This design comes from an exercise in tuning for small area, a short achievable clock period and few clock cycles per item on the open sky130 flow, not from production work. Only simulation tests tie the RTL to the original design; equivalence was not proved.

## flow/design.v (module list and top-level ports; edited modules follow where they fit)
// module FFT: 753 lines
module FFT(clk, rst_n, in_valid, din_r, din_i, out_valid, dout_r, dout_i);
  // ...
==> flow/flow/run.sh <==
#!/bin/bash
set -euo pipefail
export SETUP_SLACK_MARGIN=8
bash standard.sh finish > flow_make.log 2>&1
==> flow/standard.sh <==
#!/bin/bash
# synth_recipe.tcl (not shown) runs the flow's synth.tcl, then flattens the netlist and writes it again
# the make line also repeats each setting of config.mk as NAME=value (left out here)
make -C /OpenROAD-flow-scripts/flow DESIGN_CONFIG=/design/flow/config.mk WORK_HOME=/design/flow/orfs CLKGATE_MAP_FILE= SYNTH_SCRIPT=/design/flow/synth_recipe.tcl "${@:-finish}"
==> flow/config.mk <==
export PLATFORM = sky130hd
export DESIGN_NAME = FFT
export DESIGN_NICKNAME = FFT
export VERILOG_FILES = /design/flow/design.v
export SDC_FILE = /design/flow/constraint.sdc
export NUM_CORES = 4
export LEC_CHECK = 0
export CAP_MARGIN = 20
export CORE_MARGIN = 2
export CORE_UTILIZATION = 40
export PLACE_DENSITY = 0.6
export SLEW_MARGIN = 20
==> flow/constraint.sdc <==
create_clock -name core_clock -period 12.0 [get_ports {clk}]
set_input_delay 2.4000 -clock core_clock [delete_from_list [all_inputs] [get_ports {clk}]]
set_output_delay 2.4000 -clock core_clock [all_outputs]
set_load 0.01 [all_outputs]
==> flow_summary_export.csv, run 1 <==
group,metric,value,unit
outcome,outcome,"no timing/DRC/antenna violations",
drt,first_iter_violations,6812,
cells_and_area,nFlopsAndLatches,1754,
setup_path,critical_path.endpoint,"C3brs[3]",
floorplanning,die_footprint,0.250,mm^2
drt,wl_met3,23600,um
cells_and_area,dominant-cell-class,"multi-input gates",
floorplanning,io-pin-count,60,
global_routing,global_routing_usage_summed_across_all_routing_layers,24.3,%
cells_and_area,non_clock_buffers,266,
cells_and_area,final_design_area_no_fill,0.111,mm^2
drt,routed_wire_length_per_instance,23.8,um
logic_synthesis,post_synth_inst_count,9797,
setup_path,timing.critical_path.arrival,4.71,ns
floorplanning,core.rowCount,181,
cells_and_area,finish.utilization,45.5,%
min_path,hold_path_class,"reg2reg",
cells_and_area,inverters_excl_clock,1256,
logic_synthesis,synth_xor_area_share,9.12,%
setup_path,crit-reg2reg-capture,"C3brs[3]",
setup_path,worst_setup_path_start_kind,"register",
setup_path,critical_path_peak_fanout,15,
cells_and_area,areaGrowthSynthToFinish,12.9,%
Testbench counts, summed over its fixed seeds: cycles 26,496, frames 384.
==> run 2: changes to the inputs <==
==> flow/flow/run.sh (replaced) <==
#!/bin/bash
# The standard layout (standard.sh), with repair_timing aiming for extra setup slack.
# The clock, the SDC and every other constraint are unchanged; only the optimisation target moves.
set -euo pipefail
export SETUP_SLACK_MARGIN=8
bash standard.sh synth > synth.log 2>&1
bash standard.sh finish > layout.log 2>&1
--- a/flow/config.mk
+++ b/flow/config.mk
@@ -9,4 +9,4 @@
 export CORE_MARGIN = 2
-export CORE_UTILIZATION = 40
-export PLACE_DENSITY = 0.6
+export CORE_UTILIZATION = 50
+export PLACE_DENSITY = 0.65
 export SLEW_MARGIN = 20
==> flow_summary_export.csv, run 2 <==
group,metric,value,unit
logic_synthesis,synth_simple_gate_area_share,7.34,%
logic_synthesis,synth_enable_flop_cells,0,
setup_path,critical-path-top-delay-family,"compound AO/OA/AOI/OAI gates",
setup_path,timing.critical_path.arrival,4.79,ns
timing,maximum_operating_frequency,246,MHz
clocking,tritoncts_num_sinks,1754,
logic_synthesis,synth_xor_area_share,9.12,%
floorplanning,core.rowCount,162,
logic_synthesis,synth-compound-area-share,14.0,%
logic_synthesis,synth_largest_area_cell,"sky130_fd_sc_hd__dfxtp_1",
job,max-cap-violations,0,
placement,numPortBuffers,59,
global_routing,first_pass_grt_wire_length,452000,um
logic_synthesis,most_common_cell_in_the_synthesized_netlist,"sky130_fd_sc_hd__dfxtp_1",
cells_and_area,areaGrowthSynthToFinish,11.3,%
timing,timing.final.crit_share,33.9,%
drt,first_iter_violations,7342,
global_routing,grt_pass1_vias,71000,
drt,vias,71000,
cells_and_area,finish.utilization,56.0,%
timing,finalSetupTns,0,ns
logic_synthesis,ys_top_cells_by_area,"sky130_fd_sc_hd__dfxtp_1 (36%), sky130_fd_sc_hd__fa_1 (17%), sky130_fd_sc_hd__ha_1 (9.3%)",
setup_path,critical_path.cell_chain,"buf_16 -> buf_16 -> a22o_1 -> or3_1 -> and2_1 -> fa_2 -> a21o_1 -> a21oi_2 -> o21bai_1 -> a21oi_2 -> o21bai_1 -> a21bo_2 -> a21o_1 -> a2111oi_4 -> nor3_1 -> xor2_1",
logic_synthesis,synthesis.area_per_instance,10.0,um^2
floorplanning,die_footprint,0.200,mm^2
logic_synthesis,ys_top_cells_by_count,"sky130_fd_sc_hd__dfxtp_1 (1745), sky130_fd_sc_hd__inv_1 (1251), sky130_fd_sc_hd__fa_1 (823)",
clocking,clk_path_buf_depth,3,
outcome,outcome,"no timing/DRC/antenna violations",
floorplanning,io-pin-count,60,
drt,totalWireLength,310000,um
clocking,hold_buffers,0,
logic_synthesis,synth-adder-area-share,26.0,%
cells_and_area,layout_commonest_cell,"sky130_fd_sc_hd__dfxtp_1",
logic_synthesis,netlist_area,0.0983,mm^2
clocking,clockRootBuffer,"sky130_fd_sc_hd__clkbuf_16",
setup_path,critical-path-max-stage-delay,0.42,ns
clocking,cts_buffers,178,
timing,timing.clock.skew,0.0752,ns
cells_and_area,fin_cells,12500,
cells_and_area,most-common-layout-cells,"sky130_fd_sc_hd__dfxtp_1 (1678), sky130_fd_sc_hd__inv_1 (1222), sky130_fd_sc_hd__fa_1 (809)",
timing,finalWorstPathRequiredPeriod,4.06,ns
logic_synthesis,yosysUniqueCellTypes,76,
floorplanning,core_area,0.195,mm^2
floorplanning,chipHeight,447,um
setup_path,worst_setup_path_start_kind,"register",
setup_path,critical_path_peak_fanout,30,
timing,final-setup-viol-count,0,
clocking,clk_transition_reported_paths,0.06,ns
setup_path,critical_path.n_buffers_inverters,2,
drt,drt_drc_violations_left,0,
placement,numPlacedInstances,12100,
floorplanning,die_w,447,um
logic_synthesis,mappedNetlistNets,11400,
floorplanning,initial_core_util,50.4,%
placement,gp_congestion,0.971,
placement,dp_hpwl,237000,um
drt,routed_wire_length_per_instance,24.7,um
setup_path,critical_path.endpoint_type,"register",
logic_synthesis,post_synth_inst_count,9797,
global_routing,maximum_number_of_pins_on_one_net_before_global_route_repair,87,
logic_synthesis,synth.yosys.seq_area_share,35.8,%
global_routing,grt.overflow.total,0,
clocking,h-tree-depth,4,
setup_path,critical_path.slowest_cell,"sky130_fd_sc_hd__fa_2",
timing,slew_violations,0,
drt,antenna_left,0,
timing,timing.slew.headroom,20.5,%
logic_synthesis,synth_top_flop_cell,"sky130_fd_sc_hd__dfxtp_1",
drt,drtPass1Iterations,10,
timing,report.final.hold_viol_count,0,
setup_path,setup.worst_path.class,"reg2reg",
logic_synthesis,async_flop_share,0.513,%
setup_path,crit_required,12.73,ns
drt,avgViaCountPerCell,5.67,
timing,tightest_slew,1.19,ns
min_path,hold_path_class,"reg2reg",
timing,rsz0062_at_grt,"true",
cells_and_area,layout_cells_sized_above_1,7.56,%
logic_synthesis,dominant_combinational_cell_family_by_area_after_synthesis,"adder cells",
cells_and_area,num-nets-final,11300,
logic_synthesis,synth.top_cell.area_share,35.5,%
global_routing,global_routing_usage_summed_across_all_routing_layers,30.5,%
clocking,cts_tree,"built",
clocking,worst_skew_pair.late_latency,0.86,ns
logic_synthesis,yosys_warning_total,9,
global_routing,antenna_violations_before_repair,31,
logic_synthesis,synth.area.mux_share,1.14,%
logic_synthesis,synth_seq_cells,1754,
==> run 2: changes by cell type in the layout (fill, tap and decap cells not counted), sizes merged, moves of 3 or more <==
cell | previous run | this run
inv | 1246 | 1242
bufbuf | 6 | 9
buf | 190 | 161
dlygate4sd2 | 32 | 36
clkinvlp | 40 | 25
bufinv | 22 | 14
==> run 2: final timing paths <==
kind | startpoint | end | slack, ns | depth (start not counted)
worst max-delay path | qsel0[2] | E1i[14] | 7.94 | 16
worst min-delay path | r2i[0][4] | r2i[1][4] | 0.31 | 0
worst max register to register | qsel0[2] | E1i[14] | 7.94 | 16
worst min register to register | r2i[0][4] | r2i[1][4] | 0.31 | 0
max in group asynchronous | rst_n | P[0] | 9.84 | 1
min in group asynchronous | rst_n | ov | 1.85 | 1
==> run 2: metrics by stage <==
step,setup WS [ns],hold WS (ns),area (um^2)
after detailed placement,6.61,0.313,101000
final,7.94,0.309,109000
after global routing,7.77,0.317,109000
after global placement,6.66,0.312,101000
after CTS,7.82,0.309,109000
after floorplan,7.79,0.310,98400
==> run 2: cell families after synthesis <==
kind of cell / count (synthesis)
AO/OA/AOI/OAI: 2003
buffers and inverters: 1717
AND/OR/NAND/NOR: 1639
multiplexers: 111
flip-flops: 1754
XOR/XNOR: 1022
adder cells (fa/ha/maj): 1551
==> run 2: layout make-up <==
type                    count  area, um^2
diodes                      6        15.0
clock buffers             245        5090
clock inverters            75        1080
fillers                 16900       85800
inverters                1256        4780
multi-input cells        6326       57300
flip-flops and latches   1754       35300
well taps                2624        3280
repair buffers            233        2520
==> run 2: worst reg2reg max path, stage by stage, from the launching register on <==
cell and delay (ns):
sky130_fd_sc_hd__dfxtp_4 0.39, sky130_fd_sc_hd__buf_16 0.20, sky130_fd_sc_hd__buf_16 0.23, sky130_fd_sc_hd__a22o_1 0.27
sky130_fd_sc_hd__or3_1 0.37, sky130_fd_sc_hd__and2_1 0.19, sky130_fd_sc_hd__fa_2 0.42, sky130_fd_sc_hd__a21o_1 0.18
sky130_fd_sc_hd__a21oi_2 0.17, sky130_fd_sc_hd__o21bai_1 0.09, sky130_fd_sc_hd__a21oi_2 0.21, sky130_fd_sc_hd__o21bai_1 0.11
sky130_fd_sc_hd__a21bo_2 0.22, sky130_fd_sc_hd__a21o_1 0.22, sky130_fd_sc_hd__a2111oi_4 0.38, sky130_fd_sc_hd__nor3_1 0.12
sky130_fd_sc_hd__xor2_1 0.15
==> run 2: timing repair <==
action / in CTS / in global routing
setup endpoints to repair: 279 / 101
gates resized for setup: 152 / 135
gates cloned: 11 / 3
setup buffers: 53 / 23
hold endpoints to repair: 0 / 0
pin swaps: 9 / 30
==> run 2: metal layers <==
layer	wire length (um)	global-route usage [%]	vias up
met5	121	0	-
met4	16700	13.7	20
met3	22600	4.69	608
met2	142000	49.7	2869
met1	128000	40.1	35200
li1	-	-	32300
==> run 3: changes to the inputs <==
--- a/flow/flow/run.sh
+++ b/flow/flow/run.sh
@@ -4,3 +4,3 @@
 set -euo pipefail
-export SETUP_SLACK_MARGIN=8
+export SETUP_SLACK_MARGIN=7.9
 bash standard.sh synth > synth.log 2>&1
--- a/flow/config.mk
+++ b/flow/config.mk
@@ -9,4 +9,4 @@
 export CORE_MARGIN = 2
-export CORE_UTILIZATION = 50
-export PLACE_DENSITY = 0.65
+export CORE_UTILIZATION = 40
+export PLACE_DENSITY = 0.6
 export SLEW_MARGIN = 20
==> flow_summary_export.csv, run 3 <==
group,metric,value,unit
setup_path,critical_path_peak_fanout,4,
logic_synthesis,synthesis.area_per_instance,10.0,um^2
setup_path,crit_startpoint,"r2i[7][1]",
clocking,clk_path_buf_depth,3,
global_routing,first_pass_grt_wire_length,449000,um
global_routing,maximum_number_of_pins_on_one_net_before_global_route_repair,174,
drt,drtPass1Iterations,9,
timing,timing.final.crit_share,33.9,%
timing,maximum_operating_frequency,246,MHz
setup_path,timing.critical_path.arrival,4.82,ns
timing,rsz0062_at_grt,"true",
floorplanning,io-pin-count,60,
placement,dp_hpwl,236000,um
drt,avgViaCountPerCell,5.35,
logic_synthesis,netlist_area,0.0983,mm^2
setup_path,critical_path.endpoint_type,"register",
setup_path,cp_common_cell,"sky130_fd_sc_hd__a21oi_1",
floorplanning,chipHeight,500,um
clocking,clockRootBuffer,"sky130_fd_sc_hd__clkbuf_16",
min_path,hold_path_class,"reg2reg",
placement,detailed_place.area,0.102,mm^2
cells_and_area,areaGrowthSynthToFinish,11.9,%
timing,finalWorstPathRequiredPeriod,4.07,ns
logic_synthesis,synth.top_cell.area_share,35.5,%
logic_synthesis,most_common_cell_in_the_synthesized_netlist,"sky130_fd_sc_hd__dfxtp_1",
logic_synthesis,async_flop_share,0.513,%
drt,totalWireLength,306000,um
placement,numPlacedInstances,12700,
setup_path,startpoint_of_the_worst_register_to_register_path,"r2i[7][1]",
logic_synthesis,synth_enable_flop_cells,0,
drt,first_iter_violations,6736,
logic_synthesis,synth_top_flop_cell,"sky130_fd_sc_hd__dfxtp_1",
clocking,hold_buffers,0,
cells_and_area,fin_cells,13100,
clocking,cts_tree,"built",
logic_synthesis,synth.yosys.seq_area_share,35.8,%
setup_path,crit_required,12.75,ns
clocking,tritoncts_num_sinks,1754,
cells_and_area,fillCellCount,22900,
logic_synthesis,post_synth_inst_count,9797,
setup_path,critical-path-top-delay-family,"compound AO/OA/AOI/OAI gates",
logic_synthesis,yosysUniqueCellTypes,76,
logic_synthesis,ys_top_cells_by_count,"sky130_fd_sc_hd__dfxtp_1 (1745), sky130_fd_sc_hd__inv_1 (1251), sky130_fd_sc_hd__fa_1 (823)",
timing,tightest_slew,1.25,ns
global_routing,antenna_violations_before_repair,24,
placement,numPortBuffers,59,
job,max-cap-violations,0,
floorplanning,core_area,0.244,mm^2
setup_path,critical_path.slowest_cell,"sky130_fd_sc_hd__a211oi_1",
logic_synthesis,ys_top_cells_by_area,"sky130_fd_sc_hd__dfxtp_1 (36%), sky130_fd_sc_hd__fa_1 (17%), sky130_fd_sc_hd__ha_1 (9.3%)",
clocking,worst_skew_pair.late_latency,0.84,ns
logic_synthesis,synth_seq_cells,1754,
setup_path,setup.worst_path.class,"reg2reg",
cells_and_area,finish.utilization,45.1,%
outcome,outcome,"no timing/DRC/antenna violations",
logic_synthesis,yosys_warning_total,9,
cells_and_area,layout_commonest_cell,"sky130_fd_sc_hd__dfxtp_1",
global_routing,grt.overflow.total,0,
logic_synthesis,mappedNetlistNets,11400,
cells_and_area,num-nets-final,11300,
drt,drt_drc_violations_left,0,
floorplanning,die_w,500,um
global_routing,grt_pass1_vias,70800,
setup_path,critical_path.n_buffers_inverters,2,
placement,gp_congestion,0.926,
timing,report.final.hold_viol_count,0,
global_routing,global_routing_usage_summed_across_all_routing_layers,23.8,%
min_path,min_from,"Y0r[3]",
cells_and_area,layout_cells_sized_above_1,7.02,%
cells_and_area,final_design_area_no_fill,0.110,mm^2
clocking,clk_transition_reported_paths,0.06,ns
clocking,h-tree-depth,4,
floorplanning,initial_core_util,40.3,%
timing,final-setup-viol-count,0,
setup_path,critical_path.cell_chain,"inv_1 -> ha_1 -> inv_1 -> ha_1 -> fa_1 -> a21oi_1 -> o21bai_1 -> a21oi_1 -> o21ai_0 -> a211oi_1 -> o31ai_1 -> a21oi_1 -> xor2_1 -> a211o_1 -> a21oi_1",
logic_synthesis,synth_largest_area_cell,"sky130_fd_sc_hd__dfxtp_1",
drt,antenna_left,0,
drt,vias,70100,
cells_and_area,most-common-layout-cells,"sky130_fd_sc_hd__dfxtp_1 (1689), sky130_fd_sc_hd__inv_1 (1230), sky130_fd_sc_hd__fa_1 (815)",
setup_path,worst_setup_path_start_kind,"register",
timing,timing.clock.skew,0.0546,ns
timing,timing.slew.headroom,16.8,%
timing,finalSetupTns,0,ns
floorplanning,die_footprint,0.250,mm^2
drt,routed_wire_length_per_instance,23.3,um
timing,slew_violations,0,
clocking,cts_buffers,182,
floorplanning,core.rowCount,181,
setup_path,critical-path-max-stage-delay,0.58,ns
run 3: metrics by stage:
stage          worst slack [ns]  hold WS (ns)
2_1_floorplan              7.79         0.310
3_3_place_gp               6.50         0.316
3_5_place_dp               6.44         0.312
4_1_cts                    7.88         0.325
5_1_grt                    7.77         0.327
6_report                   7.93         0.317
run 3: layer usage:
layer,vias to the layer above,track usage (%),part of all wire [%]
met2,2571,38.4,46
li1,32300,-,-
met4,12,8.77,4.0
met5,-,0,0.023
met3,575,3.94,7.0
met1,34700,32.1,43
run 3: what timing repair did:
| action | CTS | global route |
|---|---|---|
| buffers inserted | 45 | 25 |
| setup endpoints to repair | 200 | 91 |
| cloned | 4 | 5 |
| pin swaps | 6 | 20 |
| endpoints found under the hold margin | 0 | 0 |
| resized for setup | 117 | 122 |
run 3: worst paths after layout:
check                        endpoint  slack (ns)  depth (start not counted)
hold reg to reg               Y0dr[3]        0.32                          0
hold / removal                Y0dr[3]        0.32                          0
max in group asynchronous        P[0]        9.82                          1
setup reg to reg           r2i[0][15]        7.93                         15
min in group asynchronous        P[4]        1.87                          1
setup / recovery           r2i[0][15]        7.93                         15
run 3: logic make-up (layout without fill, tap and decap cells):
group / Yosys count / in the layout / share of synthesized area [%]
AOI/OAI and AO/OA: 2003 / 2003 / 14.0
xor gates and xnor gates: 1022 / 1022 / 9.12
adders and majority gates: 1551 / 1551 / 26.0
buffers and inverters: 1717 / 1805 / 6.58
DFF: 1754 / 1754 / 35.8
muxes: 111 / 111 / 1.14
other: 0 / 10 / 0
and+or+nand+nor: 1639 / 1639 / 7.34
run 3: worst register-to-register path: stages, from the launching register on:
cell                       delay, ns
sky130_fd_sc_hd__dfxtp_1        0.53
sky130_fd_sc_hd__inv_1          0.09
sky130_fd_sc_hd__ha_1           0.31
sky130_fd_sc_hd__inv_1          0.05
sky130_fd_sc_hd__ha_1           0.21
sky130_fd_sc_hd__fa_1           0.47
sky130_fd_sc_hd__a21oi_1        0.20
sky130_fd_sc_hd__o21bai_1       0.14
sky130_fd_sc_hd__a21oi_1        0.24
sky130_fd_sc_hd__o21ai_0        0.28
sky130_fd_sc_hd__a211oi_1       0.58
sky130_fd_sc_hd__o31ai_1        0.16
sky130_fd_sc_hd__a21oi_1        0.21
sky130_fd_sc_hd__xor2_1         0.10
sky130_fd_sc_hd__a211o_1        0.29
sky130_fd_sc_hd__a21oi_1        0.16
run 3: layout make-up:
class / count / area [um^2] / share of cell area [%]
flip-flops and latches: 1754 / 35300 / 32.0
repair buffers: 214 / 2250 / 2.04
clock inverters: 90 / 1520 / 1.38
inverters: 1256 / 4780 / 4.34
well taps: 3202 / 4010 / 3.64
diodes: 10 / 25.0 / 0.0227
clock buffers: 245 / 5120 / 4.66
multi-input cells: 6326 / 57100 / 51.9

[port drivers added, routing unchanged]
How much do the figures lean on ideal ports? The routed layouts below were timed once more, with nothing changed but the port constraints. Step 1 assumes that a clkbuf_16 drives the clock port and a buf_2 every other input. Step 2 adds t to the input delays and takes it off the output delays; t is the mean of the earliest and latest rising clock arrival at the registers after step 1. Input paths then give back, and output paths get back, about the clock's delay inside the block. Slacks: no drivers / after step 1 / after step 2; pairs: no drivers / after step 1.
| run | shift t [ns] | setup slack, ns | clock arrival spread, ns | worst register clock-pin slew, ns | worst data-port slew with drivers (ns) |
|---|---|---|---|---|---|
| run 1 | 0.915 | 7.992 / 7.992 / 7.320 | 0.044 / 0.044 | 0.07 / 0.07 | 0.08 |
| run 2 | 0.914 | 7.938 / 7.938 / 7.279 | 0.076 / 0.075 | 0.07 / 0.07 | 0.09 |
| run 3 | 0.899 | 7.928 / 7.875 / 7.098 | 0.059 / 0.059 | 0.07 / 0.07 | 0.18 |
After both steps every run listed still meets setup and hold. For run 3, which loses most, drivers alone change the setup slack by -0.053 ns; drivers and shift together by -0.830 ns.
